Context: an optimization exercise on an open-source flow, tuned for small area, a short achievable clock period and few clock cycles per item. The choices shown serve that exercise and are no tape-out recipe. Function was checked by simulation only, so behaviour that the tests miss may differ from the original. Power and IR drop assume default switching activity.

[design/flow/run.sh]
#!/bin/bash
# synth_recipe.tcl (not shown) runs the flow's synth.tcl, then flattens the netlist and writes it again
# the make line also repeats each setting of config.mk as NAME=value (left out here)
make -C /OpenROAD-flow-scripts/flow DESIGN_CONFIG=/design/flow/config.mk WORK_HOME=/design/flow/orfs CLKGATE_MAP_FILE= SYNTH_SCRIPT=/design/flow/synth_recipe.tcl finish
[design/flow/config.mk]
export PLATFORM = sky130hd
export DESIGN_NAME = MLP_RTL_IP_v1_0
export DESIGN_NICKNAME = MLP_RTL_IP_v1_0
export VERILOG_FILES = /design/flow/design.v
export SDC_FILE = /design/flow/constraint.sdc
export NUM_CORES = 4
export LEC_CHECK = 0
export CAP_MARGIN = 20
export CORE_MARGIN = 2
export CORE_UTILIZATION = 40
export SLEW_MARGIN = 20
[design/flow/constraint.sdc]
create_clock -name core_clock -period 6.0 [get_ports {ACLK}]
set_input_delay 1.2000 -clock core_clock [delete_from_list [all_inputs] [get_ports {ACLK}]]
set_output_delay 1.2000 -clock core_clock [all_outputs]
set_load 0.01 [all_outputs]
[design/flow/design.v]
`timescale 1ns / 1ps
module perceptron
    #(
        parameter WORDSIZE = 8,  
        parameter DIMENSION = 8  
    )
    (
    input clk,
    input rst,
    input start,
    input [(DIMENSION * WORDSIZE) - 1:0] data_in,
    input [(DIMENSION * WORDSIZE) - 1:0] weight,
    input [WORDSIZE - 1:0] bias,
    input activation_mode,
    output reg [WORDSIZE - 1:0] data_out,
    output reg done
    );
    reg start_status;
    reg go;
    reg [7:0] sigmoid_lookup_table[255:0];
    initial $readmemh("perceptron_sigmoid.mem", sigmoid_lookup_table);
    integer step;
    reg [(DIMENSION * WORDSIZE * 2) - 1:0] multiply_buffer;
    reg [WORDSIZE * 2 - 1:0] sum_buffer;
    genvar i;
    generate
        for (i=DIMENSION * WORDSIZE; i>0; i=i - WORDSIZE) begin: multiply
            always @(posedge clk) begin
                if (step == 0) begin
                    multiply_buffer[i * 2 - 1 -: WORDSIZE * 2] <= data_in[i - 1 -: WORDSIZE] * weight[i - 1 -: WORDSIZE];
                end
            end
        end
    endgenerate
    integer j;
    always @(posedge clk) begin
        if (!rst) begin
            start_status <= 0;
            go <= 0;
            step <= 0;
            done <= 0;
            sum_buffer <= bias;
            data_out <= 0;
        end else begin
            if (start && !start_status) begin
                go <= 1;
                step <= 0;
                done <= 0;
                sum_buffer <= bias;
            end else if (go) begin
                case (step)
                    1: for (j=DIMENSION * WORDSIZE * 2; j>0; j=j - WORDSIZE * 2) sum_buffer = sum_buffer + multiply_buffer[j - 1 -: WORDSIZE * 2];
                    2:
                    begin
                        if (activation_mode == 0) data_out <= sum_buffer[WORDSIZE * 2 - 1:WORDSIZE] + sum_buffer[WORDSIZE - 1];
                        else data_out <= sigmoid_lookup_table[sum_buffer[WORDSIZE * 2 - 1:WORDSIZE] + sum_buffer[WORDSIZE - 1]];
                        go <= 0;
                        done <= 1;
                    end
                endcase
                if (step < 2) step <= step + 1;
            end
            start_status <= start;
        end
    end
endmodule
module mlp
(
    input clk,
    input rst,
    input [55:0] data_in,
    input [63:0] data_weight_1_1,
    input [63:0] data_weight_1_2,
    input [23:0] data_weight_2_1,
    input start,
    output [7:0] data_out,
    output done
);
wire [15:0] data_out_1;
wire done_1;
wire done_1_1;
wire done_1_2;
assign done_1 = done_1_1 && done_1_2;
defparam perceptron_1_1.WORDSIZE = 8;
defparam perceptron_1_1.DIMENSION = 7;
perceptron perceptron_1_1 (
    .clk(clk),
    .rst(rst),
    .start(start),
    .data_in(data_in),
    .weight(data_weight_1_1[63:8]),
    .bias(data_weight_1_1[7:0]),
    .activation_mode(1),
    .data_out(data_out_1[7:0]),
    .done(done_1_1)
);
defparam perceptron_1_2.WORDSIZE = 8;
defparam perceptron_1_2.DIMENSION = 7;
perceptron perceptron_1_2 (
    .clk(clk),
    .rst(rst),
    .start(start),
    .data_in(data_in),
    .weight(data_weight_1_2[63:8]),
    .bias(data_weight_1_2[7:0]),
    .activation_mode(1),
    .data_out(data_out_1[15:8]),
    .done(done_1_2)
);
defparam perceptron_2_1.WORDSIZE = 8;
defparam perceptron_2_1.DIMENSION = 2;
perceptron perceptron_2_1 (
    .clk(clk),
    .rst(rst),
    .start(done_1),
    .data_in(data_out_1),
    .weight(data_weight_2_1[23:8]),
    .bias(data_weight_2_1[7:0]),
    .activation_mode(0),
    .data_out(data_out),
    .done(done)
);
endmodule
module MLP_RTL_IP_v1_0 
	(
		ACLK,
		ARESETN,
		S_AXIS_TREADY,
		S_AXIS_TDATA,
		S_AXIS_TLAST,
		S_AXIS_TVALID,
		M_AXIS_TVALID,
		M_AXIS_TDATA,
		M_AXIS_TLAST,
		M_AXIS_TREADY
	);
input ACLK;  
input ARESETN;  
output S_AXIS_TREADY;  
input [31:0] S_AXIS_TDATA;  
input S_AXIS_TLAST;  
input S_AXIS_TVALID;  
output M_AXIS_TVALID;  
output [31:0] M_AXIS_TDATA;  
output M_AXIS_TLAST;  
input M_AXIS_TREADY;  
    localparam Set_Weights = 3'b100;
    localparam Read_Inputs = 3'b010;
    localparam Write_Outputs  = 3'b001;
    reg [2:0] state;
    reg [55:0] data_in;
    wire [7:0] data_out;
    reg [63:0] data_weight_1_1;
    reg [63:0] data_weight_1_2;
    reg [23:0] data_weight_2_1;
    wire done;
    reg start;
    reg [4:0] weight_cnt;
    reg data_in_cnt;
    reg [3:0] pipeline_cnt;
    assign S_AXIS_TREADY = (state == Set_Weights || state == Read_Inputs);
    assign M_AXIS_TVALID = (state == Write_Outputs) && (pipeline_cnt == 8);
    assign M_AXIS_TLAST = M_AXIS_TVALID;
    assign M_AXIS_TDATA = {24'b0, data_out};
    always @(posedge ACLK) 
    begin
        if (!ARESETN)
        begin
            state <= Set_Weights;
            weight_cnt <= 0;
            data_in_cnt <= 0;
            pipeline_cnt <= 0;
            start <= 0;
        end
        else
            case (state)
                Set_Weights:
                    if (S_AXIS_TVALID == 1)
                    begin
                        if (weight_cnt < 8) begin
                            data_weight_1_1[(weight_cnt + 4) * 8 - 1-:32] <= S_AXIS_TDATA;
                            weight_cnt = weight_cnt + 4;
                        end else if (weight_cnt < 16) begin
                            data_weight_1_2[(weight_cnt + 4 - 8) * 8 - 1-:32] <= S_AXIS_TDATA;
                            weight_cnt = weight_cnt + 4;
                        end else begin
                            data_weight_2_1 <= S_AXIS_TDATA[23:0];
                            state <= Read_Inputs;
                            weight_cnt = 0;
                        end
                    end
                Read_Inputs:
                    if (S_AXIS_TVALID == 1) 
                    begin
                        if (data_in_cnt == 0) begin
                            data_in[31:0] <= S_AXIS_TDATA;
                            data_in_cnt = data_in_cnt + 1;
                        end else if (data_in_cnt == 1) begin
                            data_in[55:32] <= S_AXIS_TDATA[23:0];
                            state <= Write_Outputs;
                            start <= 1;
                            data_in_cnt = 0;
                        end
                    end
                Write_Outputs:
                    if (pipeline_cnt == 8)
                    begin
                        if (M_AXIS_TREADY == 1) begin
                            start <= 0;
                            state <= Read_Inputs;
                            pipeline_cnt = 0;
                        end
                    end else pipeline_cnt = pipeline_cnt + 1;
            endcase
    end
    mlp U (
        .clk(ACLK),
        .data_in(data_in),
        .data_out(data_out),
        .data_weight_1_1(data_weight_1_1),
        .data_weight_1_2(data_weight_1_2),
        .data_weight_2_1(data_weight_2_1),
        .done(done),
        .rst(ARESETN),
        .start(start)
    );
endmodule
[design/flow/perceptron_sigmoid.mem]
0c
0c
0c
0c
0d
0d
0d
0e
0e
0e
0f
0f
0f
10
10
10
11
11
12
12
12
13
13
14
14
15
15
15
16
16
17
17
18
18
19
1a
1a
1b
1b
1c
1c
1d
1e
1e
1f
20
20
21
22
22
23
24
24
25
26
27
27
28
29
2a
2b
2c
2c
2d
2e
2f
30
31
32
33
34
35
36
37
38
39
3a
3b
3c
3d
3e
3f
40
42
43
44
45
46
48
49
4a
4b
4c
4e
4f
50
52
53
54
56
57
58
5a
5b
5c
5e
5f
61
62
63
65
66
68
69
6b
6c
6e
6f
71
72
74
75
77
78
7a
7b
7d
7e
80
81
82
84
85
87
88
8a
8b
8d
8e
90
91
93
94
96
97
99
9a
9c
9d
9e
a0
a1
a3
a4
a5
a7
a8
a9
ab
ac
ad
af
b0
b1
b3
b4
b5
b6
b7
b9
ba
bb
bc
bd
bf
c0
c1
c2
c3
c4
c5
c6
c7
c8
c9
ca
cb
cc
cd
ce
cf
d0
d1
d2
d3
d3
d4
d5
d6
d7
d8
d8
d9
da
db
db
dc
dd
dd
de
df
df
e0
e1
e1
e2
e3
e3
e4
e4
e5
e5
e6
e7
e7
e8
e8
e9
e9
ea
ea
ea
eb
eb
ec
ec
ed
ed
ed
ee
ee
ef
ef
ef
f0
f0
f0
f1
f1
f1
f2
f2
f2
f3
f3
f3
==> summary.txt <==
==> metal layers <==
metal	global-route usage (%)	up-vias	wire length, microns
met2	31.8	1268	77000
met3	4.22	234	12200
met4	7.12	4	5960
met5	0	-	31
met1	28.5	23100	76800
li1	-	21800	-
==> worst min path at each step <==
| stage | to |
|---|---|
| after floorplan | U.perceptron_1_1.step[31]$_SDFFE_PP0P_ |
| after detailed placement | U.perceptron_1_1.step[31]$_SDFFE_PP0P_ |
| after CTS | U.perceptron_1_1.step[31]$_SDFFE_PP0P_ |
| after global placement | U.perceptron_1_1.step[31]$_SDFFE_PP0P_ |
| after global routing | U.perceptron_1_1.step[31]$_SDFFE_PP0P_ |
| final | U.perceptron_1_1.step[31]$_SDFFE_PP0P_ |
==> through the flow <==
step	instances	worst slack, ns	util (%)	area, sq um
after CTS	8920	0.994	43.7	72000
after global placement	8769	1.04	42.0	69300
after detailed placement	8770	1.01	42.0	69300
final	8937	0.958	43.7	72100
after floorplan	6726	1.03	-	66600
after global routing	8921	0.687	43.7	72100
==> state kept, by name, summed over array words and instances, names as in the netlist, 4 cells and up <==
signal / cells
U.perceptron_1_2.multiply_buffer: 112
U.perceptron_1_2.step: 32
U.perceptron_1_1.data_out: 8
pipeline_cnt: 4
U.perceptron_1_2.sum_buffer: 16
U.perceptron_2_1.multiply_buffer: 32
U.perceptron_1_1.sum_buffer: 16
data_weight_2_1: 24
U.perceptron_1_2.data_out: 8
U.perceptron_2_1.sum_buffer: 16
U.perceptron_1_1.step: 32
data_weight_1_1: 64
U.perceptron_2_1.data_out: 8
data_weight_1_2: 64
U.perceptron_2_1.step: 32
U.perceptron_1_1.multiply_buffer: 112
data_in: 56
==> power breakdown <==
part	leakage, nW	internal (mW)	switching (mW)
combinational	24.8	7.33	9.59
sequential	6.27	5.49	0.452
clock	1.34	3.05	2.09
total	32.4	15.9	12.1
==> synthesized netlist by cell type (26+ instances only) <==
cell type / instances
sky130_fd_sc_hd__xor2_1: 83
sky130_fd_sc_hd__nand2_1: 756
sky130_fd_sc_hd__fa_1: 767
sky130_fd_sc_hd__nor2b_1: 49
sky130_fd_sc_hd__dfxtp_1: 163
sky130_fd_sc_hd__nand2b_1: 27
sky130_fd_sc_hd__and3_1: 34
sky130_fd_sc_hd__nand3_1: 119
sky130_fd_sc_hd__a21boi_0: 37
sky130_fd_sc_hd__and2_1: 595
sky130_fd_sc_hd__ha_1: 679
sky130_fd_sc_hd__nand4_1: 26
sky130_fd_sc_hd__nor2_1: 328
sky130_fd_sc_hd__inv_1: 1001
sky130_fd_sc_hd__a21oi_1: 194
sky130_fd_sc_hd__nor3_1: 81
sky130_fd_sc_hd__edfxtp_1: 488
sky130_fd_sc_hd__mux2_2: 128
sky130_fd_sc_hd__clkbuf_1: 193
sky130_fd_sc_hd__o21ai_0: 172
sky130_fd_sc_hd__xnor2_1: 245
sky130_fd_sc_hd__a31oi_1: 36
sky130_fd_sc_hd__o211ai_1: 40
sky130_fd_sc_hd__or3_1: 45
==> cells by family (layout without fill, tap and decap cells) <==
family	after synthesis	count (layout)	synth area share, %
other	1	40	0.00564
xor gates and xnor gates	331	331	4.39
AOI/OAI and AO/OA	725	725	7.07
buffers and inverters	1254	1260	7.26
adders and majority gates	1446	1446	35.9
and+or+nand+nor	2142	2142	15.8
DFF	651	651	27.0
muxes	153	153	2.60
==> layout make-up <==
cell class              instances  area [sq um]
fillers                     15700         92900
multi-input cells            4821         44000
flip-flops and latches        651         17900
inverters                    1003          3760
well taps                    2189          2740
clock buffers                 102          2170
repair buffers                107           951
clock inverters                48           571
diodes                         16          40.0
==> tightest hold or removal path: stages, from the launching register on <==
cell and delay [ns]:
sky130_fd_sc_hd__dfxtp_1 0.31, sky130_fd_sc_hd__inv_1 0.07, sky130_fd_sc_hd__a311oi_1 0.05
==> summary.txt <==
Clock tree
The clock root buffer is sky130_fd_sc_hd__clkbuf_16. The insertion delay of the later-clocked pin in the worst-skew pair is 0.70 ns. The number of levels the H-tree was split into is 3. The maximum buffer depth of the clock tree is 3. Buffers added to address setup during post-CTS repair amount to 0. The register clock-pin slew on the reported worst setup and hold paths is 0.06 ns.

The post-cts gate resize count is 0. The TritonCTS clock tree is yes. The number of buffers inserted by hold repair at cts is 0.

TritonCTS created 81 clock buffers. CTS saw 651 sinks.

Floorplanning
The height of the die is 412 microns. Row generation in the floorplan step produced 149 rows. The initial utilization of the core area, before any placement, comes to 40.3%. The core region is 165000 sq um. The top-level port count is 72. The x dimension of the die is 412 microns. The die covers 169000 sq um.

Power and ir drop
Power comes to 28.0 mW. The standby leakage power is 32.4 nW. In this run the power density over the cells is 388 nW/um^2.

VDD sags by at most 1.50 mV.

Critical path
The slowest stage of the critical path is the sky130_fd_sc_hd__fa_1 cell. The worst setup path is of the register to register kind. The logic depth of the worst setup path including buffers is 13. The endpoint type of the worst setup path is a register. The most critical setup path has its endpoint at U.perceptron_1_2.sum_buffer[15]$_SDFFE_PP0P_.

The capture instance of the worst register-to-register path is U.perceptron_1_2.sum_buffer[15]$_SDFFE_PP0P_. The launching point of the worst reg2reg path is U.perceptron_1_2.multiply_buffer[3]$_DFFE_PN_. The most repeated library cell on the critical path is sky130_fd_sc_hd__fa_1. Of all nets on the critical path, the largest fanout is 2. The register-to-register setup slack is 0.96 ns.

The critical path's largest stage delay is 0.56 ns. The signal arrival time at the worst endpoint is 5.64 ns. For the worst flop-to-flop path, the logic depth is 13. The critical path buffer and inverter count is 0. The most critical setup path has its startpoint at U.perceptron_1_2.multiply_buffer[3]$_DFFE_PN_. In this design, the largest share of critical-path delay is due to adder cells.

STA puts the critical path data required time at 6.60 ns. STA classifies the critical path startpoint as a register. Walking the worst path, the cells encountered are fa_1, fa_1, fa_1, fa_1, ha_1, a211oi_1, o21ai_0, a31oi_1, o21ai_0, o41ai_1, o21ai_0, xnor2_1, a211oi_1.

Synth
The number of instances in the synthesized netlist is 6703. The main flop type after synthesis is sky130_fd_sc_hd__edfxtp_1. After synthesis the netlist holds a flip-flop and latch count of 651. The area share of the leading cell type in the synthesized netlist is 23.1%.

The synthesized area is 66500 sq um. The Yosys step of the flow raised 6 warnings. Sorting the synthesized cells by area gives the leading types as sky130_fd_sc_hd__fa_1, sky130_fd_sc_hd__edfxtp_1, sky130_fd_sc_hd__ha_1. The count of distinct cell types in the synthesized netlist is 85. The largest area contributor in the synthesized netlist is sky130_fd_sc_hd__fa_1.

The average cell area after synthesis is 9.92 sq um. The post-synthesis async set-or-reset flop share is 0%. The synthesized design contains 488 enable-type register cells. The share of synthesized area occupied by flip-flops and latches is 27.0%.

Drt
Before antenna repair, the detailed router went through 5 iterations. For this block, the routed nets add up to 172000 microns of wire. The DRC marker count from the first detailed-route iteration is 3882. Across all layers, the routed design uses 46400 vias. After detailed routing, the number of vias per cell comes to 5.19. The residual antenna-violating net count after detailed routing is 0. The post-detailed-route DRC marker count is 0. The detailed-route wire length per cell is 19.2 microns.

Outcome
The run finished with no timing, DRC or antenna violations.

Timing
The transition time of the tightest slew-check pin is 1.10 ns. Setup repair after global routing left no endpoint under its margin. Counting I/O delays and the setup requirement, the final critical path takes 5.04 ns.

The number of pins exceeding their max-slew limit in the final report is 0. Setup violations remaining at the end of the flow were counted as 0. Dividing the final minimum period by the clock period gives 84.0%. Timing would allow up to 198 MHz.

The headroom to the max-slew limit is 26.1%. Hold is met by 0.474 ns. For the final routed database, the setup TNS stands at 0 ns.

The worst clock skew is 0.0290 ns. The count of final hold-check violations is 0.

Finish
The layout net count is 8148. From synthesis to final layout, the design area changed by 8.46%. The commonest non-fill, non-tap cell in the layout is sky130_fd_sc_hd__inv_1. The post-route netlist has 5.51% of its cells at a drive strength greater than 1. In the layout the commonest cells are sky130_fd_sc_hd__inv_1, sky130_fd_sc_hd__fa_1, sky130_fd_sc_hd__nand2_1, sky130_fd_sc_hd__ha_1, sky130_fd_sc_hd__and2_1.

Global routing
Entering global routing, the biggest net connects 113 pins. The number of global-route vias before repair is 46800. The total congestion overflow is 0. The wire length of the first global-routing pass is 270000 microns. The initial antenna violation count came to 18. Across every metal layer, demand over resource in global routing totals 20.5%.

Place
The count of buffers from port buffering is 46. Routability-driven placement finished with a final weighted congestion of 0.909. Once detailed placement completed, the half-perimeter wirelength came to 129000 microns.

Run
The count of maximum capacitance violations is 0.

Min path
The startpoint identified for the worst hold timing path is U.perceptron_1_1.step[31]$_SDFFE_PP0P_. The worst hold path depth is 2. The kind of path behind the tightest hold check is register to register.
Testbench counts, summed over its fixed seeds: cycles 11,304, items 1,024.

[static timing again, ports no longer ideal]
How much do the figures lean on ideal ports? The routed layout below was timed once more, with nothing changed but the port constraints.
Step 1 assumes that a clkbuf_16 drives the clock port and a buf_2 every other input.
Step 2 moves the port delays by t, midway between the first and last clock arrival at a register: inputs arrive t later, outputs are due t later. That takes back most of the time a late clock gives input paths.
Slacks: no drivers / after step 1 / after step 2; pairs: no drivers / after step 1.
t, ns: 0.766
setup slack, ns: 0.958 / 0.958 / 0.958
latest minus earliest clock arrival (ns): 0.029 / 0.029
After both steps setup and hold are still met in this run. The setup slack of this run moves by 0.000 ns with the drivers and by 0.000 ns with both steps.
